Source: an optimization exercise on an open RTL-to-GDS flow (aim: small area and a short achievable clock period). Production flows keep margins and buffers that such runs may drop. At most, simulation tests tie the RTL to the original design; equivalence was not proved. Function not checked in runs 3 to 5: the RTL went through the layout flow alone. The flow treats the clock pin as an ideal source, which a real chip does not have. Power is estimated from default activity; no workload was simulated.

File: design/flow/flow/post_cts.tcl
set here [file dirname [info script]]
source [file join $here downsize.tcl]
set fp [open [file join $here margin.txt]]
set margin [string trim [read $fp]]
close $fp
estimate_parasitics -placement
puts "post_cts: worst slack before [worst_slack -max]"
repair_timing -setup -setup_margin $margin -skip_last_gasp
set ws [worst_slack -max]
puts "post_cts: worst slack after repair $ws"
puts "post_cts: downsized [my_downsize [expr {min($ws, $margin)}]] cells"
repair_timing -setup -setup_margin $margin -skip_last_gasp
puts "post_cts: worst slack after downsizing [worst_slack -max]"
repair_timing -hold
detailed_placement
check_placement -verbose
estimate_parasitics -placement
puts "post_cts: worst slack final [worst_slack -max] hold [worst_slack -min]"
File: design/flow/constraint.sdc
create_clock -name core_clock -period 12.5 [get_ports {clk}]
set_input_delay 2.5000 -clock core_clock [delete_from_list [all_inputs] [get_ports {clk}]]
set_output_delay 2.5000 -clock core_clock [all_outputs]
set_load 0.01 [all_outputs]
File: design/flow/flow/run.sh
#!/bin/bash
# The standard ORFS layout (standard.sh) with three changes: plain
# buffers (not delay cells) on the ports, no dummy loads in the clock tree,
# and after clock tree synthesis a resizing pass (flow/post_cts.tcl) that
# sizes the critical paths up to a tighter target and then downsizes the
# cells that are larger than the timing needs. Each step's full output goes
# to its own log here (synth.log, layout.log) and to ORFS's logs/.
set -euo pipefail
here=$(pwd)
bash standard.sh synth > synth.log 2>&1
bash standard.sh \
  "BUFFER_PORTS_ARGS=-buffer_cell sky130_fd_sc_hd__buf_1" \
  "CTS_ARGS=-sink_clustering_enable -repair_clock_nets -dont_use_dummy_load" \
  "POST_CTS_TCL=$here/flow/post_cts.tcl" \
  finish > layout.log 2>&1
File: design/flow/config.mk
export PLATFORM = sky130hd
export DESIGN_NAME = top_module
export DESIGN_NICKNAME = top_module
export VERILOG_FILES = /design/flow/design.v
export SDC_FILE = /design/flow/constraint.sdc
export NUM_CORES = 4
export LEC_CHECK = 0
export ABC_AREA = 0
export CAP_MARGIN = 20
export CORE_MARGIN = 2
export CORE_UTILIZATION = 70
export SLEW_MARGIN = 20
export SYNTH_HIERARCHICAL = 1
File: design/flow/standard.sh
#!/bin/bash
# synth_recipe.tcl (not shown) runs the flow's synth.tcl, then flattens the netlist and writes it again
# the make line also repeats each setting of config.mk as NAME=value (left out here)
make -C /OpenROAD-flow-scripts/flow DESIGN_CONFIG=/design/flow/config.mk WORK_HOME=/design/flow/orfs CLKGATE_MAP_FILE= SYNTH_SCRIPT=/design/flow/synth_recipe.tcl "${@:-finish}"
File: design/flow/flow/downsize.tcl
# greedy downsizing: each cell to the smallest same-function cell that keeps
# the worst setup slack at or above the floor and adds no slew/cap violation
proc my_downsize {floor} {
  set n 0
  foreach inst [get_cells *] {
    set ref [get_property $inst ref_name]
    if {![regexp {^(sky130_fd_sc_hd__[a-z0-9]+)_([0-9]+)$} $ref -> base size]} { continue }
    if {[string match "*clkbuf*" $base] || [string match "*dfxtp*" $base] || [string match "*edfxtp*" $base]} { continue }
    if {[string match "*buf*" $base] && [regexp {^(input|output)} [get_property $inst full_name]]} { continue }
    set lcs [get_lib_cells -quiet $ref]
    if {[llength $lcs] == 0} { continue }
    set cur_area [get_property [lindex $lcs 0] area]
    set cands {}
    foreach lc [get_lib_cells ${base}_*] {
      set nm [get_property $lc name]
      if {![regexp "^${base}_(\[0-9\]+)\$" $nm]} { continue }
      set a [get_property $lc area]
      if {$a < $cur_area} { lappend cands [list $a $nm] }
    }
    foreach c [lsort -real -index 0 $cands] {
      set nm [lindex $c 1]
      replace_cell $inst $nm
      if {[worst_slack -max] >= $floor && [sta::max_slew_violation_count] == 0 && [sta::max_capacitance_violation_count] == 0} {
        incr n
        set ref $nm
        break
      }
      replace_cell $inst $ref
    }
  }
  return $n
}

File: design/flow/design.v
`timescale 1ns / 1ps
module top_module(
    input clk,
    input rst,
    input [15:0] sw,
    input btnC,
    output reg [6:0] seg,
    output reg [3:0] an,
    output reg bitti,
    output [1:0] p
    );
    reg btnC_prev;
    reg s0, sira, p0, p1;
    reg s1;              
    reg arm;             
    reg [15:0] sayi0, sayi1;
    reg [15:0] m;
    assign p = {p1, p0};
    wire gir = btnC & ~btnC_prev;
    wire cmp = btnC & arm;
    wire [15:0] tah_n = ~(sw & {16{s1}});
    wire [15:0] sa_n;    
    mux16 smux(.sel(sira), .a(sayi0), .b(sayi1), .y_n(sa_n));
    wire [15:0] m_n;
    match_matrix mm(.g_n(tah_n), .s_n(sa_n), .m(m_n));
    always @(posedge clk) begin
        if (rst) begin
            btnC_prev <= 1'b0;
            s0 <= 1'b0;
            p0 <= 1'b1;
            s1 <= 1'b0;
            sira <= 1'b0;
            p1 <= 1'b1;
            arm <= 1'b0;
        end else begin
            btnC_prev <= btnC;
            arm <= ~btnC & s0 & ~bitti;
            if (gir) begin
                s0 <= 1'b1;
                if (s0) begin
                    p0 <= 1'b0;
                    s1 <= 1'b1;
                end
                sira <= ~sira;
            end
            if (cmp) p1 <= ~sira;
        end
    end
    wire win = btnC & arm & ~rst;
    wire bitti_n;
    win_set ws(.keep(bitti & ~rst), .win(win), .d({m_n[15], m_n[10], m_n[5], m_n[0]}), .y(bitti_n));
    always @(posedge clk)
        bitti <= bitti_n;
    always @(posedge clk) begin
        if (!s0) sayi0 <= sw;
        if (!s1) sayi1 <= sw;
        if (cmp) m <= m_n;
    end
    wire [3:0] v;
    digit_sel ds(.m(m), .s1(s1), .an(an), .v(v));
    wire [6:0] seg_n;
    hex7 hx(.v(v), .seg(seg_n));
    always @(posedge clk) begin
        if (rst) begin
            an <= 4'b1111;
            seg <= 7'b000_0000;
        end else begin
            an <= {an[2:0], an[3] & ~&an[2:0]};
            seg <= seg_n;
        end
    end
endmodule
module mux16(
    input sel,
    input [15:0] a,
    input [15:0] b,
    output [15:0] y_n
    );
    assign y_n = ~(sel ? a : b);
endmodule
module match_matrix(
    input [15:0] g_n,
    input [15:0] s_n,
    output [15:0] m
    );
    genvar i, j;
    generate
        for (i = 0; i < 4; i = i + 1) begin : gi
            for (j = 0; j < 4; j = j + 1) begin : gj
                eq4 e(.a(g_n[4*i +: 4]), .b(s_n[4*j +: 4]), .y(m[4*i+j]));
            end
        end
    endgenerate
endmodule
module eq4(
    input [3:0] a,
    input [3:0] b,
    output y
    );
    assign y = a == b;
endmodule
module digit_sel(
    input [15:0] m,
    input s1,
    input [3:0] an,
    output reg [3:0] v
    );
    function [1:0] fa(input x, input y, input z);
        fa = {(x & y) | (x & z) | (y & z), x ^ y ^ z};
    endfunction
    wire [1:0] d0 = fa(m[0], m[5], m[10]);
    wire b0 = d0[0] ^ m[15];
    wire e0 = d0[0] & m[15];
    wire [2:0] bull = {d0[1] & e0, d0[1] ^ e0, b0};
    wire [1:0] f0 = fa(m[1], m[2], m[3]);
    wire [1:0] f1 = fa(m[4], m[6], m[7]);
    wire [1:0] f2 = fa(m[8], m[9], m[11]);
    wire [1:0] f3 = fa(m[12], m[13], m[14]);
    wire [1:0] g0 = fa(f0[0], f1[0], f2[0]);
    wire [1:0] g1 = fa(f0[1], f1[1], f2[1]);
    wire c0 = g0[0] ^ f3[0];
    wire k0 = g0[0] & f3[0];
    wire [1:0] g2 = fa(g0[1], g1[0], f3[1]);
    wire c1, k1, h, c2, c3;
    g_xor2 x1(.a(g2[0]), .b(k0), .y(c1));
    g_and2 a1(.a(g2[0]), .b(k0), .y(k1));
    g_xor2 x2(.a(g1[1]), .b(g2[1]), .y(h));
    g_xor2 x3(.a(h), .b(k1), .y(c2));
    g_maj3 j3(.a(g1[1]), .b(g2[1]), .c(k1), .y(c3));
    wire [3:0] cow = {c3, c2, c1, c0};
    always @(*)
        if (!an[0]) v = 4'hC;
        else if (!an[1]) v = s1 ? {1'b0, bull} : 4'h0;
        else if (!an[2]) v = 4'hB;
        else v = s1 ? cow : 4'h0;
endmodule
module hex7(
    input [3:0] v,
    output [6:0] seg
    );
    assign seg[0] = (~v[3] & ~v[2] & ~v[1]) | (v[3] & v[2]) | (v[2] & v[1] & v[0]);
    assign seg[1] = (~v[3] & ~v[2] & v[0]) | (~v[3] & ~v[2] & v[1]) | (~v[3] & v[1] & v[0]);
    assign seg[2] = (~v[3] & v[0]) | (~v[1] & v[0]) | (~v[3] & v[2] & ~v[1]);
    assign seg[3] = (v[3] & v[1] & ~v[0]) | (v[2] & v[1] & v[0]) | (~v[3] & v[2] & ~v[1] & ~v[0]) | (~v[3] & ~v[2] & ~v[1] & v[0]);
    assign seg[4] = (v[3] & v[2]) | (~v[3] & ~v[2] & v[1] & ~v[0]);
    assign seg[5] = (v[3] & v[2]) | (v[2] & v[1] & ~v[0]) | (v[3] & v[1] & v[0]) | (v[2] & ~v[1] & v[0]);
    assign seg[6] = (v[3] & v[1] & v[0]) | (~v[3] & v[2] & ~v[1] & ~v[0]) | (~v[3] & ~v[2] & ~v[1] & v[0]);
endmodule
module win_set(
    input keep,
    input win,
    input [3:0] d,
    output y
    );
    wire nd;
    g_nand4 n(.a(d), .y(nd));
    g_o21ai o(.a1(~win), .a2(nd), .b1(~keep), .y(y));
endmodule
module g_xor2(input a, input b, output y);
    assign y = a ^ b;
endmodule
module g_and2(input a, input b, output y);
    assign y = a & b;
endmodule
module g_maj3(input a, input b, input c, output y);
    assign y = (a & b) | (a & c) | (b & c);
endmodule
module g_nand4(input [3:0] a, output y);
    assign y = ~&a;
endmodule
module g_o21ai(input a1, input a2, input b1, output y);
    assign y = ~((a1 | a2) & b1);
endmodule
File: design/flow/flow/margin.txt
9.1
==> summary.txt, run 1 <==
Run status
  – Status: finished clean

Synth
  – Number of synthesized flops with an enable pin: 48
  – Syn. warnings: 8
  – Post-synthesis register bit count: 67
  – Top cells by count, synth: 68 x xor2_1, 48 x edfxtp_1, 20 x nand2_1
  – Sequential share of the synthesized area: around half
  – Post-Syn Area: around 3600 µm²
  – Top post-synthesis cells by area: edfxtp_1 40%, xor2_1 17%, dfxtp_1 11%, nor4_2 5.6%, mux2i_1 5.0%
  – Post-synth net total: about 310
  – Mapped Cells: between 200 and 300
  – Synth Flop Type: edfxtp_1
  – Most common cell in the netlist: xor2_1
  – Synth cell types: 45
  – Post-synth top area share: between 40% and 50%
  – Yosys top cell by area: edfxtp_1
  – Post-synth ARST share: 0%
  – Mean post-synth cell area: ~13 µm²

Worst setup path
  – Crit path top cell by count: fa_1
  – Worst reg2reg path depth: 13
  – FF-to-FF Start: m[4]
  – CP max stage delay: 0.44 ns
  – CP Launch Point: m[4]
  – CP max FO: 6
  – CP endpoint kind: flop
  – FF-to-FF setup slack: 9.04 ns
  – Critical Path RT: roughly 13 ns
  – Crit path DAT: about 3.7 ns
  – Worst setup path end: seg[3]
  – Crit start category: flop
  – Worst path cell trace: fa_1 -> inv_1 -> fa_1 -> inv_1 -> fa_1 -> and2_1 -> maj3_2 -> a21boi_2 -> o21ai_1 -> nor4b_1 -> a31oi_1 -> nand2_1 -> nor2b_1
  – Worst R2R End: seg[3]
  – CP Class: flop to flop
  – Worst-path cell with the longest stage delay: fa_1

Run
  – Max-cap viol count: 0

Clock network
  – Clock Latency Late Sink: 0.33 ns
  – CTS clk-pin slew, worst paths: approximately 0.07 ns
  – Clock sink total: 67
  – CTS tree: done

GRT
  – Grt total ovfl: 0
  – GRT Util Overall: ~25%
  – Vias in the first global route: between 2000 and 2500
  – Initial antenna violation count: 0
  – Pin count of the biggest net entering global routing: 22
  – Global-route wire length before repair: about 10000 µm

Floorplan
  – FP Rows: 26
  – Die Ht: between 70 and 80 µm
  – DIE AREA: approximately 5700 µm²
  – Core Footprint: between 5000 and 6000 µm²
  – Boundary Pins: 33
  – Initial Utilization: 71.3%
  – Chip width: about 76 µm

Detailed routing
  – Post-route ant nets: 0
  – Vias post-DR: 2136
  – DRC Markers: 0
  – Post-DR vias/cell: ~5.5
  – DR iter-0 viols: between 100 and 150
  – DR pass1 iterations: 4
  – Wire per inst: between 15 and 20 µm
  – Final wirelength: roughly 6400 µm

Place
  – Placed cell areas: 3700 µm²
  – IO Port Bufs: 32
  – Gp weighted congestion: 0.885
  – Post-DP HPWL: ~4600 µm
  – Placed Cells: 370

Pwr
  – Pwr dens: around 120 nW/µm²
  – Leak: 0.00135 µW
  – Max VDD drop: between 100 and 150 µV

Layout
  – Nets: approximately 350
  – Area Overhead vs Synth: 4.87%
  – Post-Route Utilization: 74.8%
  – Post-Layout Cell Count: about 390
  – Share of cells above drive strength 1: slightly below 8%
  – Antenna diodes: 0
  – Cell area after layout: between 3000 and 4000 µm²

STA
  – Final setup violation count: 0
  – Fmax: 289 MHz
  – Final Skew: between 0.02 and 0.025 ns
  – Final hold vios: 0
  – RSZ-0062 raised after global routing: no
  – Worst slew margin: between 20% and 30%
  – Worst Tran Pin Value: 1.05 ns
  – Crit share post-route: 27.7%
  – Max-slew violations: 0
  – Setup total negative slack: 0 ns
  – Fin crit period: around 3.5 ns

Hold path
  – Hold path start: p0
  – Min-delay worst type: flop to flop
[modules after synthesis, one instance, submodules excluded, excerpt]
module	flip-flops and latches	copies in the design	area (µm²)	cells
g_xor2	0	3	8.76	1
g_maj3	0	1	11.3	1
g_o21ai	0	1	5.00	1
hex7	0	1	181	26
eq4	0	16	47.5	5
mux16	0	1	191	18
g_nand4	0	1	6.26	1
win_set	0	1	7.51	2
g_and2	0	1	6.26	1
top_module	67	1	2100	119
digit_sel	0	1	299	29
[worst min path at each step]
stage                     cells past startpoint  slack [ns]   to
after floorplan                               1        0.43   p0
after global placement                        1        0.43   p0
after detailed placement                      1        0.45   p0
after global routing                          1        0.47  arm
final                                         1        0.46   p0
[cells in the final DEF (no fill, tap or decap), types with 2 or more instances in the layout]
cell,n
a21o_1,3
a21oi_1,2
and2_1,2
buf_1,37
clkbuf_8,9
dfxtp_1,16
dfxtp_2,2
edfxtp_1,48
fa_1,8
ha_1,3
inv_1,12
mux2i_1,18
nand2_1,19
nand3b_1,2
nand4_1,2
nor2_1,5
nor2b_1,10
nor4_1,14
nor4_2,4
o21ai_1,6
or2_2,3
xor2_1,68
[flip-flops by register name, summed over array words and instances, names as in the netlist]
register	flops
btnC_prev	1
s1	1
bitti	1
seg	7
p1	1
m	16
sayi1	16
sayi0	16
sira	1
an	4
arm	1
p0	1
s0	1
[critical path: cells and delay by family (launching register included)]
kind	cells	cell delay, ns
compound gates	3	0.45
flops	1	0.41
buf+inv	2	0.19
simple gates	4	0.73
fa+ha+maj	4	1.61
[routing by layer]
metal,up-vias,global-route usage (%),routed length (µm)
li1,1039,-,-
met1,1045,34.0,2950
met2,42,38.4,3130
met3,10,5.95,234
met4,0,10.1,91
met5,-,0,0
[power breakdown]
group | switching (µW) | total, µW | internal, µW
sequential | 8.18 | 261 | 253
combinational | 47.9 | 78.3 | 30.4
clock | 66.3 | 130 | 64.0
[per-stage QoR]
step                      worst slack [ns]  hold slack, ns  total power (µW)
final                                 9.04           0.461               469
after global routing                  8.79           0.473               491
after floorplan                       9.12           0.428               330
after global placement                8.80           0.433               344
after detailed placement              8.74           0.449               347
[logic make-up (layout without fill, tap and decap cells)]
kind of cell    count (synthesis)  count (layout)  synth area share (%)
compound gates                 22              23                  4.07
mux                            18              18                  5.01
simple gates                   67              67                  13.2
flops                          67              67                  50.7
xor+xnor                       68              68                  16.6
fa+ha+maj                      13              13                  6.12
buf+inv                        26              59                  4.38
[area by class of cell]
cell class,instances,area (µm²)
clock buffers,9,124
fillers,355,1270
inverters,13,48.8
multi-input cells,189,1540
flip-flops and latches,67,1830
well taps,70,87.6
repair buffers,37,139
==> run 2: changes to the inputs <==
--- a/design/flow/flow/post_cts.tcl
+++ b/design/flow/flow/post_cts.tcl
@@ -13,6 +13,10 @@
 puts "post_cts: worst slack after downsizing [worst_slack -max]"
 repair_timing -hold
 detailed_placement
+estimate_parasitics -placement
+repair_timing -setup -setup_margin $margin -skip_last_gasp
+repair_timing -hold
+detailed_placement
 check_placement -verbose
 estimate_parasitics -placement
 puts "post_cts: worst slack final [worst_slack -max] hold [worst_slack -min]"
==> run 2 against run 1 <==
Still clean on timing, DRC and antenna. Cell area is 0.50% higher. Register-to-register slack improved by 0.12 ns. Synthesized area stayed put. Synthesized cell count unchanged. Setup slack improved by 0.033 ns. Via count about the same. Largest cell class unchanged. Largest power group unchanged.
==> summary.txt, run 2 <==
Run status
  – Status: finished clean

Floorplan
  – DIE AREA: 5730 µm² (unchanged)
  – Boundary Pins: 33 (unchanged)
  – FP Rows: 26 (unchanged)
  – Core Footprint: 5040 µm² (unchanged)
  – Die Ht: 75.7 µm (unchanged)
  – Chip width: 75.7 µm (unchanged)
  – Initial Utilization: 71.3% (unchanged)

STA
  – Final Skew: 0.0235 ns (+0.00151 ns)
  – Setup total negative slack: 0 ns (unchanged)
  – RSZ-0062 raised after global routing: no
  – Worst slew margin: 29.5% (-0.40 points)
  – Crit share post-route: 27.4% (-0.26 points)
  – Fin crit period: 3.43 ns (-0.0329 ns)
  – Final setup margin: 9.07 ns (+0.0329 ns)
  – Fmax: 292 MHz (+0.96%)
  – Final hold vios: 0 (unchanged)
  – Worst Tran Pin Value: 1.06 ns (+0.00606 ns)
  – Min Hold Slack: 0.461 ns (+0.00000800 ns)
  – Final setup violation count: 0 (unchanged)
  – Max-slew violations: 0 (unchanged)

Clock network
  – CTS clk-pin slew, worst paths: 0.06 ns (about the same)
  – Clock sink total: 67 (unchanged)
  – CTS tree: done
  – Clock Latency Late Sink: 0.34 ns (about the same)

Detailed routing
  – DR iter-0 viols: 133 (+12%)
  – Post-route ant nets: 0 (unchanged)
  – DR pass1 iterations: 4 (unchanged)
  – Final wirelength: 6350 µm (-0.75%)
  – Post-DR vias/cell: 5.55 (about the same)
  – Vias post-DR: 2135 (-0.047%)
  – Wire per inst: 16.5 µm (-0.75%)
  – DRC Markers: 0 (unchanged)

Worst setup path
  – CP endpoint kind: flop
  – Critical Path RT: 12.76 ns (about the same)
  – CP Class: primary input to flop
  – Worst reg2reg path depth: 10 (-3)
  – CP max FO: 4 (-2)
  – FF-to-FF setup slack: 9.16 ns (+0.12 ns)
  – Crit start category: primary input
  – Worst R2R End: seg[5]
  – FF-to-FF Start: m[4]
  – Crit path DAT: 3.69 ns (-0.03 ns)

GRT
  – Initial antenna violation count: 0 (unchanged)
  – GRT Util Overall: 24.8% (unchanged)
  – Vias in the first global route: 2058 (-0.39%)
  – Pin count of the biggest net entering global routing: 22 (unchanged)
  – Grt total ovfl: 0 (unchanged)
  – Global-route wire length before repair: 9990 µm (about the same)

Synth
  – Sequential share of the synthesized area: 50.7% (unchanged)
  – Mapped Cells: 281 (unchanged)
  – Post-synthesis register bit count: 67 (unchanged)
  – Post-synth net total: 311 (unchanged)
  – Post-synth top area share: 40.1% (unchanged)
  – Synth Flop Type: edfxtp_1
  – Post-Syn Area: 3600 µm² (unchanged)
  – Syn. warnings: 8 (unchanged)
  – Number of synthesized flops with an enable pin: 48 (unchanged)
  – Most common cell in the netlist: xor2_1
  – Synth cell types: 45 (unchanged)
  – Mean post-synth cell area: 12.8 µm² (unchanged)
  – Top cells by count, synth: 68 x xor2_1, 48 x edfxtp_1, 20 x nand2_1
  – Yosys top cell by area: edfxtp_1
  – Top post-synthesis cells by area: edfxtp_1 40%, xor2_1 17%, dfxtp_1 11%, nor4_2 5.6%, mux2i_1 5.0%
  – Post-synth ARST share: 0% (unchanged)

Place
  – Gp weighted congestion: 0.885 (unchanged)
  – Placed cell areas: 3700 µm² (unchanged)
  – IO Port Bufs: 32 (unchanged)
  – Placed Cells: 370 (unchanged)
  – Placement Setup Slack: 8.74 ns (unchanged)
  – Post-DP HPWL: 4620 µm (unchanged)

Layout
  – Share of cells above drive strength 1: 9.84% (+1.9 points)
  – Post-Layout Cell Count: 385 (unchanged)
  – Seq. cell area: 1830 µm² (unchanged)
  – Top flop regs: m: 16 flops, sayi0: 16 flops, sayi1: 16 flops
  – Multi-input gate area: 1560 µm² (+1.1%)
  – Fill cells: 351 (-1.1%)
  – Cell area after layout: 3790 µm² (+0.50%)
  – Antenna diodes: 0 (unchanged)
  – Most frequent cells in the layout: 68 x xor2_1, 48 x edfxtp_1, 36 x buf_1
  – Nets: 347 (unchanged)
  – Area Overhead vs Synth: 5.39%
  – Most common cell after layout, fill and taps aside: xor2_1

Hold path
  – Min-delay worst type: flop to flop
  – Cell depth of the worst hold path: 1 (unchanged)
  – Hold path start: p0
  – Endpoint, Worst Hold: p0

Pwr
  – Pwr dens: 124 nW/µm² (-0.16%)
  – Max VDD drop: 109 µV (+0.59%)
  – Leak: 0.00135 µW (+0.58%)

Run
  – Max-cap viol count: 0 (unchanged)
-- run 2: cells by family after synthesis --
family          share of synthesized area (%)
mux                                      5.01
simple gates                             13.2
compound gates                           4.07
buf+inv                                  4.38
flops                                    50.7
xor+xnor                                 16.6
fa+ha+maj                                6.12
-- run 2: critical path, cell delays in order --
cell and delay, ns:
buf_1 0.11, nand2_1 0.19, xor2_1 0.25, nor4_2 0.35, nand4_1 0.15, o21ai_1 0.14
-- run 2: how the worst max path moves through the flow --
stage,endpoint,depth (start not counted),from,slack [ns]
after floorplan,bitti,5,sw[13],9.12
after global placement,bitti,6,sw[1],8.80
after detailed placement,bitti,6,sw[13],8.74
after global routing,seg[3],14,m[4],8.93
final,bitti,6,sw[12],9.07
-- run 2: layer usage --
layer / GRT usage [%] / vias to the layer above / part of all wire [%]
li1: - / 1041 / -
met1: 34.1 / 1027 / 45
met2: 38.3 / 56 / 49
met3: 5.95 / 11 / 4.7
met4: 10.1 / 0 / 1.7
met5: 0 / - / 0
-- run 2: per-module statistics from Yosys, one instance, submodules excluded, a selection --
module / flip-flops and latches / times used / cell area [µm²]
win_set: 0 / 1 / 7.51
g_o21ai: 0 / 1 / 5.00
top_module: 67 / 1 / 2100
eq4: 0 / 16 / 47.5
digit_sel: 0 / 1 / 299
g_xor2: 0 / 3 / 8.76
g_and2: 0 / 1 / 6.26
g_nand4: 0 / 1 / 6.26
hex7: 0 / 1 / 181
mux16: 0 / 1 / 191
-- run 2: final cells by class --
| cell class | instances | area share (%) |
|---|---|---|
| inverter | 13 | 1.29 |
| tap | 70 | 2.31 |
| clock buffer | 9 | 3.27 |
| timing repair buffer | 37 | 3.70 |
| multi-input combinational | 189 | 41.2 |
| sequential | 67 | 48.2 |
-- run 2: through the flow --
stage,total power (µW),utilization [%]
detailed placement,347,73.4
global route,492,75.2
finish,471,75.2
global placement,344,73.4
floorplan,330,-
-- run 2: report_power, final --
group / switching (µW) / internal (µW) / leakage (µW)
clock network: 67.3 / 63.9 / 0.0000647
registers: 8.37 / 253 / 0.000651
logic: 47.9 / 30.8 / 0.000639
total: 124 / 347 / 0.00135
==> run 3: changes to the inputs <==
--- a/design/flow/design.v
+++ b/design/flow/design.v
@@ -10,12 +10,13 @@
     output [1:0] p
     );
     reg btnC_prev;
-    reg s0, sira, p0, p1;
+    reg sira, p0, p1;
     reg s1;              
     reg arm;             
     reg [15:0] sayi0, sayi1;
     reg [15:0] m;
     assign p = {p1, p0};
+    wire s0 = sira | s1;
     wire gir = btnC & ~btnC_prev;
     wire cmp = btnC & arm;
     wire [15:0] tah_n = ~(sw & {16{s1}});
@@ -26,7 +27,6 @@
     always @(posedge clk) begin
         if (rst) begin
             btnC_prev <= 1'b0;
-            s0 <= 1'b0;
             p0 <= 1'b1;
             s1 <= 1'b0;
             sira <= 1'b0;
@@ -36,7 +36,6 @@
             btnC_prev <= btnC;
             arm <= ~btnC & s0 & ~bitti;
             if (gir) begin
-                s0 <= 1'b1;
                 if (s0) begin
                     p0 <= 1'b0;
                     s1 <= 1'b1;
==> run 3 against run 2 <==
Still clean. Core utilization is 0.14 points lower. Clock skew rose by 0.0020 ns. Clock-buffer cell count did not move. Cell count up 0.52%. Die area down 0.33%. Sequential cell count fell by 1. Routed wire length fell by 1.3%. Via count down 0.33%.
==> summary.txt, run 3 <==
Synth
  – Syn. warnings: 8 (unchanged)
  – Sequential share of the synthesized area: 50.3% (-0.38 points)
  – Yosys top cell by area: edfxtp_1
  – Post-Syn Area: 3580 µm² (-0.35%)
  – Most common cell in the netlist: xor2_1
  – Top cells by count, synth: 68 x xor2_1, 48 x edfxtp_1, 20 x nand2_1
  – Post-synth ARST share: 0% (unchanged)
  – Number of synthesized flops with an enable pin: 48 (unchanged)
  – Mean post-synth cell area: 12.8 µm² (+0.37%)
  – Post-synth top area share: 40.2% (+0.14 points)
  – Synth cell types: 41 (-8.9%)
  – Synth Flop Type: edfxtp_1
  – Mapped Cells: 279 (-0.71%)
  – Post-synthesis register bit count: 66 (-1.5%)
  – Top post-synthesis cells by area: edfxtp_1 40%, xor2_1 17%, dfxtp_1 10%, nor4_2 5.9%, mux2i_1 5.0%
  – Post-synth net total: 309 (-0.64%)

STA
  – Worst Tran Pin Value: 1.02 ns (-0.0381 ns)
  – Min Hold Slack: 0.452 ns (-0.00877 ns)
  – Max-slew violations: 0 (unchanged)
  – RSZ-0062 raised after global routing: no
  – Final Skew: 0.0255 ns (+0.00201 ns)
  – Fin crit period: 3.45 ns (+0.0208 ns)
  – Final hold vios: 0 (unchanged)
  – Worst slew margin: 32.1% (+2.6 points)
  – Setup total negative slack: 0 ns (unchanged)
  – Final setup violation count: 0 (unchanged)
  – Crit share post-route: 27.6% (+0.17 points)
  – Final setup margin: 9.05 ns (-0.0208 ns)
  – Fmax: 290 MHz (-0.60%)

Detailed routing
  – DR iter-0 viols: 70 (-47%)
  – Post-route ant nets: 0 (unchanged)
  – DRC Markers: 0 (unchanged)
  – Wire per inst: 16.2 µm (-1.8%)
  – Vias post-DR: 2128 (-0.33%)
  – Final wirelength: 6270 µm (-1.3%)
  – Post-DR vias/cell: 5.50 (-0.84%)
  – DR pass1 iterations: 4 (unchanged)

Floorplan
  – Core Footprint: 5010 µm² (-0.65%)
  – Initial Utilization: 71.5% (+0.21 points)
  – Boundary Pins: 33 (unchanged)
  – DIE AREA: 5710 µm² (-0.33%)
  – Chip width: 75.6 µm (-0.17%)
  – Die Ht: 75.6 µm (-0.17%)
  – FP Rows: 26 (unchanged)

Layout
  – Area Overhead vs Synth: 4.89%
  – Nets: 349 (+0.58%)
  – Antenna diodes: 0 (unchanged)
  – Top flop regs: m: 16 flops, sayi0: 16 flops, sayi1: 16 flops
  – Most common cell after layout, fill and taps aside: xor2_1
  – Share of cells above drive strength 1: 7.26% (-2.6 points)
  – Most frequent cells in the layout: 68 x xor2_1, 48 x edfxtp_1, 41 x buf_1

Pwr
  – Max VDD drop: 104 µV (-4.2%)
  – Leak: 0.00133 µW (-1.5%)
  – Pwr dens: 128 nW/µm² (+3.2%)

Place
  – Gp weighted congestion: 0.776 (-12%)
  – IO Port Bufs: 32 (unchanged)
  – Placement Setup Slack: 8.68 ns (-0.0584 ns)
  – Post-DP HPWL: 4510 µm (-2.4%)

Worst setup path
  – CP max FO: 4 (unchanged)
  – Top delay family on crit path: simple AND/OR/NAND/NOR gates
  – Crit path DAT: 3.53 ns (-0.16 ns)
  – Critical Path RT: 12.58 ns (-0.18 ns)
  – CP Class: primary input to flop
  – Worst path cell trace: buf_1 -> nand2_1 -> xor2_1 -> nor4_1
  – Crit start category: primary input
  – FF-to-FF Start: m[1]
  – Buf/Inv on CP: 1 (unchanged)
  – Worst-path cell with the longest stage delay: nor4_1
  – CP endpoint kind: flop
  – CP max stage delay: 0.44 ns (+0.09 ns)
  – FF-to-FF setup slack: 9.12 ns (-0.04 ns)
  – CP Launch Point: sw[9]

GRT
  – Grt total ovfl: 0 (unchanged)
  – Initial antenna violation count: 0 (unchanged)
  – Vias in the first global route: 2134 (+3.7%)
  – GRT Util Overall: 24.9% (+0.091 points)
  – Global-route wire length before repair: 10100 µm (+1.5%)
  – Pin count of the biggest net entering global routing: 25 (+14%)

Run status
  – Status: finished clean

Clock network
  – CTS tree: done
  – CTS clk-pin slew, worst paths: 0.06 ns (about the same)
  – Clock sink total: 66 (-1.5%)
  – Clock Latency Late Sink: 0.34 ns (about the same)

Hold path
  – Min-delay worst type: flop to flop
  – Hold path start: an[3]

Run
  – Max-cap viol count: 0 (unchanged)
==> run 3: cell types whose count changed in the layout (fill, tap and decap cells not counted), moves of 2 or more <==
cell	previous run	this run
nand2_2	4	1
or2_2	3	0
buf_1	36	41
nor2_1	5	9
nand2_1	16	19
or2_1	0	3
dfxtp_1	16	14
==> run 3: final cells by class <==
type                            count  area (µm²)
Clock buffer                        9         124
Fill cell                         366        1250
Inverter                           12        45.0
Multi-Input combinational cell    188        1530
Sequential cell                    66        1810
Tap cell                           70        87.6
Timing Repair Buffer               42         159
==> run 3: metal layers <==
metal	vias to the layer above	track usage, %	wire length, µm	share of wire, %
met3	7	4.76	177	2.8
met4	0	8.19	68	1.1
met5	-	0	0	0
met1	1037	31.8	2880	46
met2	41	43.0	3140	50
li1	1043	-	-	-
==> run 3: cell families (layout without fill, tap and decap cells) <==
logic type	after synthesis	after routing	share of synthesized area, %
XOR/XNOR	69	69	16.9
AO/OA/AOI/OAI	20	20	3.60
multiplexers	18	18	5.03
AND/OR/NAND/NOR	68	68	13.2
buffers and inverters	25	63	4.89
flip-flops	66	66	50.3
adder cells (fa/ha/maj)	13	13	6.15
==> run 3: worst paths after layout <==
kind	endpoint	cells after the start
worst max-delay path	m[11]	4
worst min-delay path	an[0]	1
worst max register to register	seg[4]	10
worst min register to register	an[0]	1
==> run 3: per-module statistics from Yosys (local to each module, per instance), excerpt <==
module	copies in the design	flip-flops and latches
win_set	1	0
digit_sel	1	0
g_xor2	3	0
g_o21ai	1	0
mux16	1	0
g_and2	1	0
top_module	1	66
g_nand4	1	0
eq4	16	0
==> run 3: through the flow <==
step	power [µW]	util, %	instances	area (µm²)
detailed placement	361	73.3	369	3670
finish	482	75.0	387	3760
global placement	358	73.3	369	3670
global route	505	75.0	387	3760
floorplan	343	-	279	3580
==> run 3: report_power, final <==
group / switching [µW] / leakage [µW] / total [µW] / internal [µW]
Combinational: 54.2 / 0.000632 / 89.3 / 35.0
Sequential: 10.0 / 0.000638 / 263 / 253
Clock: 65.6 / 0.0000647 / 129 / 63.9
Total: 130 / 0.00133 / 482 / 352
==> run 4: changes to the inputs <==
--- a/design/flow/design.v
+++ b/design/flow/design.v
@@ -10,13 +10,12 @@
     output [1:0] p
     );
     reg btnC_prev;
-    reg sira, p0, p1;
+    reg s0, sira, p0, p1;
     reg s1;              
     reg arm;             
     reg [15:0] sayi0, sayi1;
     reg [15:0] m;
     assign p = {p1, p0};
-    wire s0 = sira | s1;
     wire gir = btnC & ~btnC_prev;
     wire cmp = btnC & arm;
     wire [15:0] tah_n = ~(sw & {16{s1}});
@@ -27,6 +26,7 @@
     always @(posedge clk) begin
         if (rst) begin
             btnC_prev <= 1'b0;
+            s0 <= 1'b0;
             p0 <= 1'b1;
             s1 <= 1'b0;
             sira <= 1'b0;
@@ -36,6 +36,7 @@
             btnC_prev <= btnC;
             arm <= ~btnC & s0 & ~bitti;
             if (gir) begin
+                s0 <= 1'b1;
                 if (s0) begin
                     p0 <= 1'b0;
                     s1 <= 1'b1;
@@ -115,11 +116,12 @@
     wire [1:0] f1 = fa(m[4], m[6], m[7]);
     wire [1:0] f2 = fa(m[8], m[9], m[11]);
     wire [1:0] f3 = fa(m[12], m[13], m[14]);
-    wire [1:0] g0 = fa(f0[0], f1[0], f2[0]);
-    wire [1:0] g1 = fa(f0[1], f1[1], f2[1]);
+    wire [1:0] g0, g1, g2;
+    g_fa ad0(.a(f0[0]), .b(f1[0]), .c(f2[0]), .s(g0[0]), .co(g0[1]));
+    g_fa ad1(.a(f0[1]), .b(f1[1]), .c(f2[1]), .s(g1[0]), .co(g1[1]));
     wire c0 = g0[0] ^ f3[0];
     wire k0 = g0[0] & f3[0];
-    wire [1:0] g2 = fa(g0[1], g1[0], f3[1]);
+    g_fa ad2(.a(g0[1]), .b(g1[0]), .c(f3[1]), .s(g2[0]), .co(g2[1]));
     wire c1, k1, h, c2, c3;
     g_xor2 x1(.a(g2[0]), .b(k0), .y(c1));
     g_and2 a1(.a(g2[0]), .b(k0), .y(k1));
@@ -155,6 +157,12 @@
     g_nand4 n(.a(d), .y(nd));
     g_o21ai o(.a1(~win), .a2(nd), .b1(~keep), .y(y));
 endmodule
+module g_fa(input a, input b, input c, output s, output co);
+    wire h;
+    g_xor2 x0(.a(a), .b(b), .y(h));
+    g_xor2 x1(.a(h), .b(c), .y(s));
+    g_maj3 j(.a(a), .b(b), .c(c), .y(co));
+endmodule
 module g_xor2(input a, input b, output y);
     assign y = a ^ b;
 endmodule
==> run 4 against run 3 <==
Global-route usage is essentially flat. Setup slack lost 0.030 ns. Synthesized area grew 0.91%. Sequential cell count grew 1. Critical path type unchanged. Non-clock buffer count shrank 8.
==> summary.txt, run 4 <==
Hold path
  – Min-delay worst type: flop to flop
  – Cell depth of the worst hold path: 1 (unchanged)
  – Hold path start: an[3]
  – Endpoint, Worst Hold: an[0]

Worst setup path
  – FF-to-FF setup slack: 9.09 ns (-0.03 ns)
  – Worst R2R End: seg[5]
  – CP endpoint kind: flop
  – CP Class: primary input to flop
  – Crit path DAT: 3.54 ns (about the same)
  – Critical Path RT: 12.56 ns (-0.02 ns)
  – FF-to-FF Start: m[4]
  – Crit start category: primary input
  – CP max FO: 4 (unchanged)
  – Worst reg2reg path depth: 12 (+2)

GRT
  – Global-route wire length before repair: 10200 µm (+0.20%)
  – Vias in the first global route: 2037 (-4.5%)
  – Grt total ovfl: 0 (unchanged)
  – Initial antenna violation count: 0 (unchanged)
  – GRT Util Overall: 24.9% (about the same)
  – Pin count of the biggest net entering global routing: 22 (-12%)

Clock network
  – CTS clk-pin slew, worst paths: 0.06 ns (about the same)
  – CTS tree: done
  – Clock Latency Late Sink: 0.34 ns (about the same)
  – Clock sink total: 67 (+1.5%)

Floorplan
  – FP Rows: 26 (unchanged)
  – Die Ht: 75.9 µm (+0.42%)
  – DIE AREA: 5760 µm² (+0.85%)
  – Initial Utilization: 71.7% (+0.18 points)
  – Chip width: 75.9 µm (+0.42%)
  – Boundary Pins: 33 (unchanged)
  – Core Footprint: 5040 µm² (+0.65%)

Layout
  – Area Overhead vs Synth: 4.46%
  – Cell area after layout: 3780 µm² (+0.50%)
  – Fill cells: 371 (+1.4%)
  – Top flop regs: m: 16 flops, sayi0: 16 flops, sayi1: 16 flops
  – Multi-input gate area: 1560 µm² (+1.7%)
  – Most common cell after layout, fill and taps aside: xor2_1
  – Seq. cell area: 1830 µm² (+1.0%)
  – Antenna diodes: 0 (unchanged)
  – Nets: 346 (-0.86%)
  – Most frequent cells in the layout: 74 x xor2_1, 48 x edfxtp_1, 33 x buf_1
  – Share of cells above drive strength 1: 7.26% (unchanged)

Synth
  – Post-synthesis register bit count: 67 (+1.5%)
  – Post-Syn Area: 3620 µm² (+0.91%)
  – Yosys top cell by area: edfxtp_1
  – Top post-synthesis cells by area: edfxtp_1 40%, xor2_1 18%, dfxtp_1 11%, nor4_2 5.5%, mux2i_1 5.0%
  – Synth cell types: 43 (+4.9%)
  – Post-synth net total: 313 (+1.3%)
  – Synth Flop Type: edfxtp_1
  – Mapped Cells: 286 (+2.5%)
  – Number of synthesized flops with an enable pin: 48 (unchanged)
  – Post-synth ARST share: 0% (unchanged)
  – Syn. warnings: 8 (unchanged)
  – Mean post-synth cell area: 12.6 µm² (-1.6%)
  – Post-synth top area share: 39.9% (-0.36 points)
  – Sequential share of the synthesized area: 50.4% (+0.10 points)
  – Top cells by count, synth: 74 x xor2_1, 48 x edfxtp_1, 19 x dfxtp_1, 19 x nand2_1, 18 x mux2i_1
  – Most common cell in the netlist: xor2_1

STA
  – Fin crit period: 3.48 ns (+0.0298 ns)
  – Worst slew margin: 28.1% (-4.0 points)
  – Fmax: 287 MHz (-0.86%)
  – Final Skew: 0.0211 ns (-0.00441 ns)
  – Setup total negative slack: 0 ns (unchanged)
  – Crit share post-route: 27.8% (+0.24 points)
  – RSZ-0062 raised after global routing: no
  – Worst Tran Pin Value: 1.08 ns (+0.0585 ns)
  – Final hold vios: 0 (unchanged)
  – Final setup violation count: 0 (unchanged)
  – Max-slew violations: 0 (unchanged)

Detailed routing
  – Wire per inst: 17.2 µm (+6.3%)
  – Final wirelength: 6660 µm (+6.3%)
  – Vias post-DR: 2179 (+2.4%)
  – DR iter-0 viols: 117 (+67%)
  – Post-DR vias/cell: 5.63 (+2.4%)
  – DRC Markers: 0 (unchanged)
  – DR pass1 iterations: 4 (unchanged)
  – Post-route ant nets: 0 (unchanged)

Place
  – IO Port Bufs: 32 (unchanged)
  – Gp weighted congestion: 0.886 (+14%)
  – Placed cell areas: 3730 µm² (+1.7%)
  – Post-DP HPWL: 4690 µm (+4.2%)

Run
  – Max-cap viol count: 0 (unchanged)

Pwr
  – Max VDD drop: 104 µV (-0.86%)
  – Power share of the clock group: 28.0% (+1.1 points)
  – Gate power share: 16.5% (-2.0 points)
  – Sw frac: 26.3% (-0.60 points)
  – Sequential share of power: 55.5% (+0.9 points)
  – Internal power: 347 µW (-1.6%)
  – Pwr dens: 125 nW/µm² (-2.9%)
  – Leak: 0.00136 µW (+2.3%)
  – Sw Pwr: 124 µW (-4.6%)

Run status
  – Status: finished clean
run 4: cell count changes in the layout (fill, tap and decap cells not counted), moves of 2 or more:
cell	delta
buf_1	-8
dfxtp_1	+2
fa_1	-3
maj3_1	+3
nand3b_1	+2
nor2_1	-4
o21ai_0	+2
o21ai_2	-2
or2_1	-3
or2_2	+3
xor2_1	+6
run 4: modules after synthesis (local to each module, per instance), a selection:
module,flops+latches,copies in the design
top_module,67,1
eq4,0,16
g_xor2,0,9
win_set,0,1
g_and2,0,1
g_nand4,0,1
run 4: power by group through the flow:
stage	clock network (µW)	logic (µW)	registers, µW
global route	142	85.3	263
finish	132	77.7	261
detailed placement	0	82.2	265
floorplan	0	67.7	263
global placement	0	80.7	265
run 4: worst max-delay path, cell delays in order:
cell	delay [ns]
buf_1	0.12
nand2_1	0.19
xor2_1	0.23
nor4_1	0.50
run 4: worst max-delay path by stage:
stage	start	to	slack (ns)	cells after the start
floorplan	sw[13]	bitti	9.12	5
global placement	sw[13]	bitti	8.79	6
detailed placement	sw[13]	bitti	8.72	6
global route	m[4]	seg[5]	8.82	12
finish	sw[5]	m[7]	9.02	4
run 4: logic make-up after synthesis:
kind of cell / Yosys count / synth area share, %
AO/OA/AOI/OAI: 21 / 3.84
XOR/XNOR: 74 / 17.9
adder cells (fa/ha/maj): 13 / 5.36
buffers and inverters: 25 / 4.15
flip-flops: 67 / 50.4
multiplexers: 18 / 4.98
AND/OR/NAND/NOR: 68 / 13.4
run 4: final cells by class:
cell class | instances | share of cell area (%)
Tap cell | 70 | 2.32
Multi-Input combinational cell | 194 | 41.3
Inverter | 13 | 1.29
Sequential cell | 67 | 48.4
Timing Repair Buffer | 34 | 3.41
Clock buffer | 9 | 3.28
run 4: through the flow:
step	hold slack, ns	worst slack [ns]	power (µW)	std cells	utilization [%]
2_1_floorplan	0.428	9.12	330	286	-
3_3_place_gp	0.428	8.79	345	377	74.1
3_5_place_dp	0.439	8.72	348	377	74.1
5_1_grt	0.482	8.82	490	387	74.9
6_report	0.451	9.02	470	387	74.9
run 4: metal layers:
layer	global-route usage, %	vias up	wire (µm)
met5	0	-	0
met4	11.3	0	87
met3	5.42	8	292
met2	37.3	61	3110
met1	35.0	1055	3170
li1	-	1055	-
==> run 5: changes to the inputs <==
==> design/flow/flow/margin.txt (replaced) <==
9.15
==> run 5 against run 4 <==
First-iteration DRC count fell by 22%. Fmax rose by 2.2%. Combinational power rose by 4.1%. Global-route usage up 0.34 points. Core utilization up 1.6 points. Largest power group unchanged. Cell count up 2.1%. Still clean. Sequential share of layout area shrank 0.94 points. Largest cell class unchanged. Critical path depth did not move.
==> summary.txt, run 5 <==
Worst setup path
  – Critical Path RT: 12.58 ns (+0.02 ns)
  – CP Class: primary input to flop
  – CP endpoint kind: flop
  – CP max FO: 4 (unchanged)
  – Crit start category: primary input
  – Crit path DAT: 3.48 ns (-0.06 ns)

Floorplan
  – Die Ht: 75.9 µm (unchanged)
  – Core Footprint: 5040 µm² (unchanged)
  – Chip width: 75.9 µm (unchanged)
  – Boundary Pins: 33 (unchanged)
  – Initial Utilization: 71.7% (unchanged)
  – DIE AREA: 5760 µm² (unchanged)
  – FP Rows: 26 (unchanged)

Synth
  – Mapped Cells: 286 (unchanged)
  – Synth Flop Type: edfxtp_1
  – Post-synth net total: 313 (unchanged)
  – Synth cell types: 43 (unchanged)
  – Mean post-synth cell area: 12.6 µm² (unchanged)
  – Post-synth top area share: 39.9% (unchanged)
  – Sequential share of the synthesized area: 50.4% (unchanged)
  – Syn. warnings: 8 (unchanged)
  – Top cells by count, synth: 74 x xor2_1, 48 x edfxtp_1, 19 x dfxtp_1, 19 x nand2_1, 18 x mux2i_1
  – Post-Syn Area: 3620 µm² (unchanged)
  – Most common cell in the netlist: xor2_1
  – Number of synthesized flops with an enable pin: 48 (unchanged)
  – Post-synth ARST share: 0% (unchanged)
  – Yosys top cell by area: edfxtp_1
  – Post-synthesis register bit count: 67 (unchanged)
  – Top post-synthesis cells by area: edfxtp_1 40%, xor2_1 18%, dfxtp_1 11%, nor4_2 5.5%, mux2i_1 5.0%

Layout
  – Antenna diodes: 0 (unchanged)
  – Post-Route Utilization: 76.6% (+1.6 points)
  – Area Overhead vs Synth: 6.75%
  – Most common cell after layout, fill and taps aside: xor2_1
  – Share of cells above drive strength 1: 12.6% (+5.4 points)
  – Top flop regs: m: 16 flops, sayi0: 16 flops, sayi1: 16 flops
  – Nets: 354 (+2.3%)
  – Most frequent cells in the layout: 74 x xor2_1, 48 x edfxtp_1, 34 x buf_1
  – Fill cells: 355 (-4.3%)

Run status
  – Status: finished clean

Pwr
  – Pwr dens: 123 nW/µm² (-1.6%)
  – Leak: 0.00140 µW (+2.5%)
  – Power, Total: 473 µW (+0.57%)
  – Max VDD drop: 103 µV (-0.20%)

Clock network
  – Clock sink total: 67 (unchanged)
  – Clock Latency Late Sink: 0.33 ns (about the same)
  – CTS clk-pin slew, worst paths: 0.07 ns (about the same)
  – CTS tree: done

Place
  – IO Port Bufs: 32 (unchanged)
  – Placement Setup Slack: 8.72 ns (unchanged)
  – Gp weighted congestion: 0.886 (unchanged)
  – Post-DP HPWL: 4690 µm (unchanged)

Hold path
  – Min-delay worst type: flop to flop

STA
  – Crit share post-route: 27.2% (-0.61 points)
  – Final hold vios: 0 (unchanged)
  – Final setup margin: 9.10 ns (+0.0756 ns)
  – Worst slew margin: 30.0% (+1.9 points)
  – Setup total negative slack: 0 ns (unchanged)
  – Worst Tran Pin Value: 1.05 ns (-0.0282 ns)
  – Final setup violation count: 0 (unchanged)
  – Fin crit period: 3.40 ns (-0.0756 ns)
  – RSZ-0062 raised after global routing: no
  – Final Skew: 0.0204 ns (-0.000699 ns)
  – Max-slew violations: 0 (unchanged)
  – Fmax: 294 MHz (+2.2%)

GRT
  – GRT Util Overall: 25.3% (+0.34 points)
  – Grt total ovfl: 0 (unchanged)
  – Global-route wire length before repair: 10300 µm (+1.4%)
  – Pin count of the biggest net entering global routing: 22 (unchanged)
  – Vias in the first global route: 2094 (+2.8%)
  – Initial antenna violation count: 0 (unchanged)

Detailed routing
  – Vias post-DR: 2206 (+1.2%)
  – DR pass1 iterations: 4 (unchanged)
  – Final wirelength: 6680 µm (+0.32%)
  – Wire per inst: 16.9 µm (-1.7%)
  – Post-DR vias/cell: 5.58 (-0.81%)
  – Post-route ant nets: 0 (unchanged)
  – DRC Markers: 0 (unchanged)
  – DR iter-0 viols: 91 (-22%)

Run
  – Max-cap viol count: 0 (unchanged)
## run 5: final timing paths
path | start | to | slack [ns] | cells after the start
worst max-delay path | sw[8] | m[9] | 9.10 | 4
worst min-delay path | bitti | arm | 0.43 | 1
worst max register to register | m[8] | seg[3] | 9.20 | 13
worst min register to register | bitti | arm | 0.43 | 1
## run 5: area by class of cell
type / count / area, µm² / area share (%)
Sequential cell: 67 / 1830 / 47.5
Multi-Input combinational cell: 194 / 1600 / 41.4
Timing Repair Buffer: 42 / 170 / 4.41
Clock buffer: 9 / 124 / 3.21
Tap cell: 70 / 87.6 / 2.27
Inverter: 13 / 48.8 / 1.26
## run 5: routing by layer
metal	global-route usage [%]	wire [µm]
met2	38.5	3170
met4	11.1	77
met5	0	0
met3	4.89	254
met1	35.4	3180
## run 5: power by group
part	internal [µW]	switching (µW)	total (µW)
combinational	31.3	49.6	80.9
sequential	253	8.13	261
clock	64.1	67.5	132
## run 5: worst max-delay path, stage by stage
cell	delay, ns
buf_1	0.13
nand2_1	0.16
xor2_1	0.23
nor4_1	0.46
## run 5: through the flow
stage,hold slack (ns),cell area [µm²],std cells
after floorplan,0.428,3620,286
after global placement,0.428,3730,377
after detailed placement,0.439,3730,377
after global routing,0.433,3860,395
final,0.431,3860,395
## run 5: cells by family after synthesis
group	count (synthesis)	share of synthesized area, %
buf+inv	25	4.15
compound gates	21	3.84
mux	18	4.98
fa+ha+maj	13	5.36
xor+xnor	74	17.9
flops	67	50.4
simple gates	68	13.4
## run 5: Yosys stat by module, one instance, submodules excluded, a selection
module	area (µm²)	copies in the design	cells	flops+latches
top_module	2100	1	119	67
digit_sel	233	1	25	0
mux16	191	1	18	0
g_xor2	8.76	9	1	0
g_nand4	6.26	1	1	0
g_and2	6.26	1	1	0
==> run 6: changes to the inputs <==
--- a/design/flow/design.v
+++ b/design/flow/design.v
@@ -116,12 +116,11 @@
     wire [1:0] f1 = fa(m[4], m[6], m[7]);
     wire [1:0] f2 = fa(m[8], m[9], m[11]);
     wire [1:0] f3 = fa(m[12], m[13], m[14]);
-    wire [1:0] g0, g1, g2;
-    g_fa ad0(.a(f0[0]), .b(f1[0]), .c(f2[0]), .s(g0[0]), .co(g0[1]));
-    g_fa ad1(.a(f0[1]), .b(f1[1]), .c(f2[1]), .s(g1[0]), .co(g1[1]));
+    wire [1:0] g0 = fa(f0[0], f1[0], f2[0]);
+    wire [1:0] g1 = fa(f0[1], f1[1], f2[1]);
     wire c0 = g0[0] ^ f3[0];
     wire k0 = g0[0] & f3[0];
-    g_fa ad2(.a(g0[1]), .b(g1[0]), .c(f3[1]), .s(g2[0]), .co(g2[1]));
+    wire [1:0] g2 = fa(g0[1], g1[0], f3[1]);
     wire c1, k1, h, c2, c3;
     g_xor2 x1(.a(g2[0]), .b(k0), .y(c1));
     g_and2 a1(.a(g2[0]), .b(k0), .y(k1));
@@ -157,12 +156,6 @@
     g_nand4 n(.a(d), .y(nd));
     g_o21ai o(.a1(~win), .a2(nd), .b1(~keep), .y(y));
 endmodule
-module g_fa(input a, input b, input c, output s, output co);
-    wire h;
-    g_xor2 x0(.a(a), .b(b), .y(h));
-    g_xor2 x1(.a(h), .b(c), .y(s));
-    g_maj3 j(.a(a), .b(b), .c(c), .y(co));
-endmodule
 module g_xor2(input a, input b, output y);
     assign y = a ^ b;
 endmodule
--- a/design/flow/flow/run.sh
+++ b/design/flow/flow/run.sh
@@ -12,4 +12,5 @@
   "BUFFER_PORTS_ARGS=-buffer_cell sky130_fd_sc_hd__buf_1" \
   "CTS_ARGS=-sink_clustering_enable -repair_clock_nets -dont_use_dummy_load" \
   "POST_CTS_TCL=$here/flow/post_cts.tcl" \
+  "POST_GLOBAL_ROUTE_TCL=$here/flow/post_grt.tcl" \
   finish > layout.log 2>&1
==> design/flow/flow/margin.txt (replaced) <==
9.1
--- a/design/flow/flow/post_cts.tcl
+++ b/design/flow/flow/post_cts.tcl
@@ -13,10 +13,6 @@
 puts "post_cts: worst slack after downsizing [worst_slack -max]"
 repair_timing -hold
 detailed_placement
-estimate_parasitics -placement
-repair_timing -setup -setup_margin $margin -skip_last_gasp
-repair_timing -hold
-detailed_placement
 check_placement -verbose
 estimate_parasitics -placement
 puts "post_cts: worst slack final [worst_slack -max] hold [worst_slack -min]"
==> design/flow/flow/post_grt.tcl (new file) <==
# Runs at the end of ORFS's global route step (POST_GLOBAL_ROUTE_TCL): the
# setup repair of post_cts.tcl again, with global-route parasitics; the nets
# it changes are routed again.
set fp [open [file join [file dirname [info script]] margin.txt]]
set margin [string trim [read $fp]]
close $fp
set_propagated_clock [all_clocks]
estimate_parasitics -global_routing
puts "post_grt: worst slack before [worst_slack -max]"
global_route -start_incremental
repair_timing -setup -setup_margin $margin -skip_last_gasp
repair_timing -hold
detailed_placement
global_route -end_incremental
estimate_parasitics -global_routing
puts "post_grt: worst slack final [worst_slack -max] hold [worst_slack -min]"
==> run 6 against run 5 <==
Core utilization up 5.0 points. Non-clock buffer count up 16. First-iteration DRC count grew 75%. Setup slack worse by 0.017 ns. Critical path depth rose by 1. Synthesized area shrank 0.55%. Fmax down 0.48%. Clock skew up 0.0014 ns. Hold slack gained 0.029 ns. Sequential share of layout area decreased by 2.9 points. Synthesized cell count decreased by 1.7%. Largest power group unchanged.
==> summary.txt, run 6 <==
STA
  – Final Skew: 0.0218 ns (+0.00137 ns)
  – Worst slew margin: 15.3% (-15 points)
  – Max-slew violations: 0 (unchanged)
  – Final hold vios: 0 (unchanged)
  – Fmax: 292 MHz (-0.48%)
  – Worst Tran Pin Value: 1.27 ns (+0.220 ns)
  – Final setup violation count: 0 (unchanged)
  – Fin crit period: 3.42 ns (+0.0165 ns)
  – Crit share post-route: 27.4% (+0.13 points)
  – Setup total negative slack: 0 ns (unchanged)

Synth
  – Synth Flop Type: edfxtp_1
  – Mean post-synth cell area: 12.8 µm² (+1.2%)
  – Post-Syn Area: 3600 µm² (-0.55%)
  – Post-synth top area share: 40.1% (+0.22 points)
  – Number of synthesized flops with an enable pin: 48 (unchanged)
  – Post-synth ARST share: 0% (unchanged)
  – Post-synthesis register bit count: 67 (unchanged)
  – Top post-synthesis cells by area: edfxtp_1 40%, xor2_1 17%, dfxtp_1 11%, nor4_2 5.6%, mux2i_1 5.0%
  – Most common cell in the netlist: xor2_1
  – Yosys top cell by area: edfxtp_1
  – Synth cell types: 45 (+4.7%)
  – Syn. warnings: 8 (unchanged)
  – Top cells by count, synth: 68 x xor2_1, 48 x edfxtp_1, 20 x nand2_1
  – Sequential share of the synthesized area: 50.7% (+0.28 points)
  – Post-synth net total: 311 (-0.64%)
  – Mapped Cells: 281 (-1.7%)

Floorplan
  – Chip width: 75.7 µm (-0.26%)
  – Die Ht: 75.7 µm (-0.26%)
  – Boundary Pins: 33 (unchanged)
  – Initial Utilization: 71.3% (-0.40 points)
  – FP Rows: 26 (unchanged)
  – Core Footprint: 5040 µm² (unchanged)
  – DIE AREA: 5730 µm² (-0.51%)

Layout
  – Top flop regs: m: 16 flops, sayi0: 16 flops, sayi1: 16 flops
  – Most frequent cells in the layout: 60 x xor2_1, 48 x edfxtp_1, 22 x buf_4
  – Nets: 368 (+4.0%)
  – Antenna diodes: 0 (unchanged)
  – Post-Layout Cell Count: 406 (+2.8%)
  – Seq. cell area: 1830 µm² (about the same)
  – Multi-input gate area: 1690 µm² (+6.0%)
  – Share of cells above drive strength 1: 28.0% (+15 points)
  – Fill cells: 310 (-13%)
  – Post-Route Utilization: 81.5% (+5.0 points)
  – Area Overhead vs Synth: 14.3%
  – Most common cell after layout, fill and taps aside: xor2_1

Place
  – IO Port Bufs: 32 (unchanged)
  – Placed Cells: 370 (-1.9%)
  – Gp weighted congestion: 0.885 (about the same)
  – Post-DP HPWL: 4620 µm (-1.7%)

Worst setup path
  – FF-to-FF Start: m[1]
  – Crit start category: primary input
  – Crit path DAT: 3.51 ns (+0.03 ns)
  – CP endpoint kind: flop
  – Worst path cell trace: clkbuf_2 -> nand2_2 -> buf_4 -> xor2_1 -> nor4_1
  – CP max FO: 4 (unchanged)
  – Worst reg2reg path depth: 10 (-3)
  – FF-to-FF setup slack: 9.25 ns (+0.05 ns)
  – CP Class: primary input to flop
  – CP Launch Point: sw[3]
  – Critical Path RT: 12.59 ns (about the same)
  – Worst R2R End: seg[5]
  – Worst-path cell with the longest stage delay: nor4_1
  – CP max stage delay: 0.40 ns (-0.06 ns)

GRT
  – Initial antenna violation count: 0 (unchanged)
  – Vias in the first global route: 2066 (-1.3%)
  – Grt total ovfl: 0 (unchanged)
  – Global-route wire length before repair: 10000 µm (-2.9%)
  – Pin count of the biggest net entering global routing: 22 (unchanged)
  – GRT Util Overall: 24.8% (-0.45 points)

Run status
  – Status: finished clean

Detailed routing
  – Wire per inst: 16.5 µm (-2.4%)
  – Vias post-DR: 2267 (+2.8%)
  – DRC Markers: 0 (unchanged)
  – Post-DR vias/cell: 5.58 (about the same)
  – DR pass1 iterations: 4 (unchanged)
  – Post-route ant nets: 0 (unchanged)
  – DR iter-0 viols: 159 (+75%)
  – Final wirelength: 6710 µm (+0.36%)

Clock network
  – CTS clk-pin slew, worst paths: 0.06 ns (about the same)
  – Clock Latency Late Sink: 0.34 ns (about the same)
  – CTS tree: done
  – Clock sink total: 67 (unchanged)

Pwr
  – Leak: 0.00152 µW (+8.8%)
  – Power, Total: 483 µW (+2.0%)
  – Max VDD drop: 112 µV (+8.5%)
  – Pwr dens: 117 nW/µm² (-4.2%)

Hold path
  – Min-delay worst type: flop to flop
  – Endpoint, Worst Hold: arm
  – Hold path start: bitti
  – Cell depth of the worst hold path: 1 (unchanged)

Run
  – Max-cap viol count: 0 (unchanged)
run 6: worst max path at each step:
stage | slack, ns | end
3_5_place_dp | 8.74 | bitti
2_1_floorplan | 9.12 | bitti
6_report | 9.08 | m[1]
3_3_place_gp | 8.80 | bitti
run 6: layout make-up:
type                       instances  area share [%]
sequential                        67            44.6
multi-input combinational        189            41.2
timing repair buffer              58            7.76
clock buffer                       9            3.01
tap                               70            2.13
inverter                          13            1.28
run 6: power breakdown:
part           total, µW  internal (µW)  switching (µW)
logic               89.9           37.2            52.7
registers            261            252            8.91
clock network        131           63.9            67.5
run 6: cells by family (layout without fill, tap and decap cells):
logic type | Yosys count | in the layout | synth area share, %
AO/OA/AOI/OAI | 22 | 23 | 4.07
XOR/XNOR | 68 | 68 | 16.6
adder cells (fa/ha/maj) | 13 | 13 | 6.12
buffers and inverters | 26 | 80 | 4.38
flip-flops | 67 | 67 | 50.7
multiplexers | 18 | 18 | 5.01
AND/OR/NAND/NOR | 67 | 67 | 13.2
run 6: critical path, delay by kind of cell:
family	cells	cell delay, ns
AND/OR/NAND/NOR	2	0.52
buffers and inverters	2	0.35
XOR/XNOR	1	0.14
run 6: through the flow:
stage	hold slack (ns)	instance area, µm²	setup slack [ns]
after floorplan	0.428	3600	9.12
after global placement	0.433	3700	8.80
after detailed placement	0.449	3700	8.74
final	0.460	4110	9.08
run 6: Yosys stat by module (local to each module, per instance), a selection:
module	flip-flops and latches	cells inside
hex7	0	26
top_module	67	119
g_o21ai	0	1
digit_sel	0	29
g_xor2	0	1
g_nand4	0	1
g_and2	0	1
eq4	0	5
win_set	0	2
g_maj3	0	1
mux16	0	18
run 6: layer usage:
| layer | GRT usage (%) | part of all wire (%) | up-vias |
|---|---|---|---|
| met5 | 0 | 0 | - |
| met4 | 10.1 | 2.0 | 0 |
| met3 | 5.95 | 5.8 | 14 |
| met2 | 38.4 | 50 | 72 |
| met1 | 34.0 | 42 | 1106 |
| li1 | - | - | 1075 |

re-timing with driven ports:
No port has a modelled driver above. Below, the same layouts with a new extraction and two added sets of constraints. Step 1 (the two cells are an assumption about what drives the block):
set clk [get_ports {clk}]
set_driving_cell -lib_cell sky130_fd_sc_hd__clkbuf_16 $clk
set_driving_cell -lib_cell sky130_fd_sc_hd__buf_2 [delete_from_list [all_inputs] $clk]
Step 2 adds t to the input delays and takes it off the output delays; t is the mean of the earliest and latest rising clock arrival at the registers after step 1. Input paths then give back, and output paths get back, about the clock's delay inside the block. Slacks: no drivers / after step 1 / after step 2; pairs: no drivers / after step 1.
run	t (ns)	setup WS [ns]	hold slack, ns
run 1	0.347	9.039 / 9.039 / 8.700	0.461 / 0.461 / 0.461
run 2	0.353	9.072 / 9.079 / 8.726	0.461 / 0.461 / 0.461
run 3	0.350	9.051 / 9.054 / 8.704	0.452 / 0.452 / 0.452
run 4	0.358	9.021 / 9.028 / 8.669	0.451 / 0.451 / 0.451
run 5	0.354	9.097 / 9.102 / 8.749	0.431 / 0.431 / 0.431
run 6	0.356	9.081 / 9.076 / 8.720	0.460 / 0.460 / 0.460
After both steps setup and hold are still met in every run listed. For run 6, which loses most, drivers alone change the setup slack by -0.005 ns; drivers and shift together by -0.361 ns.
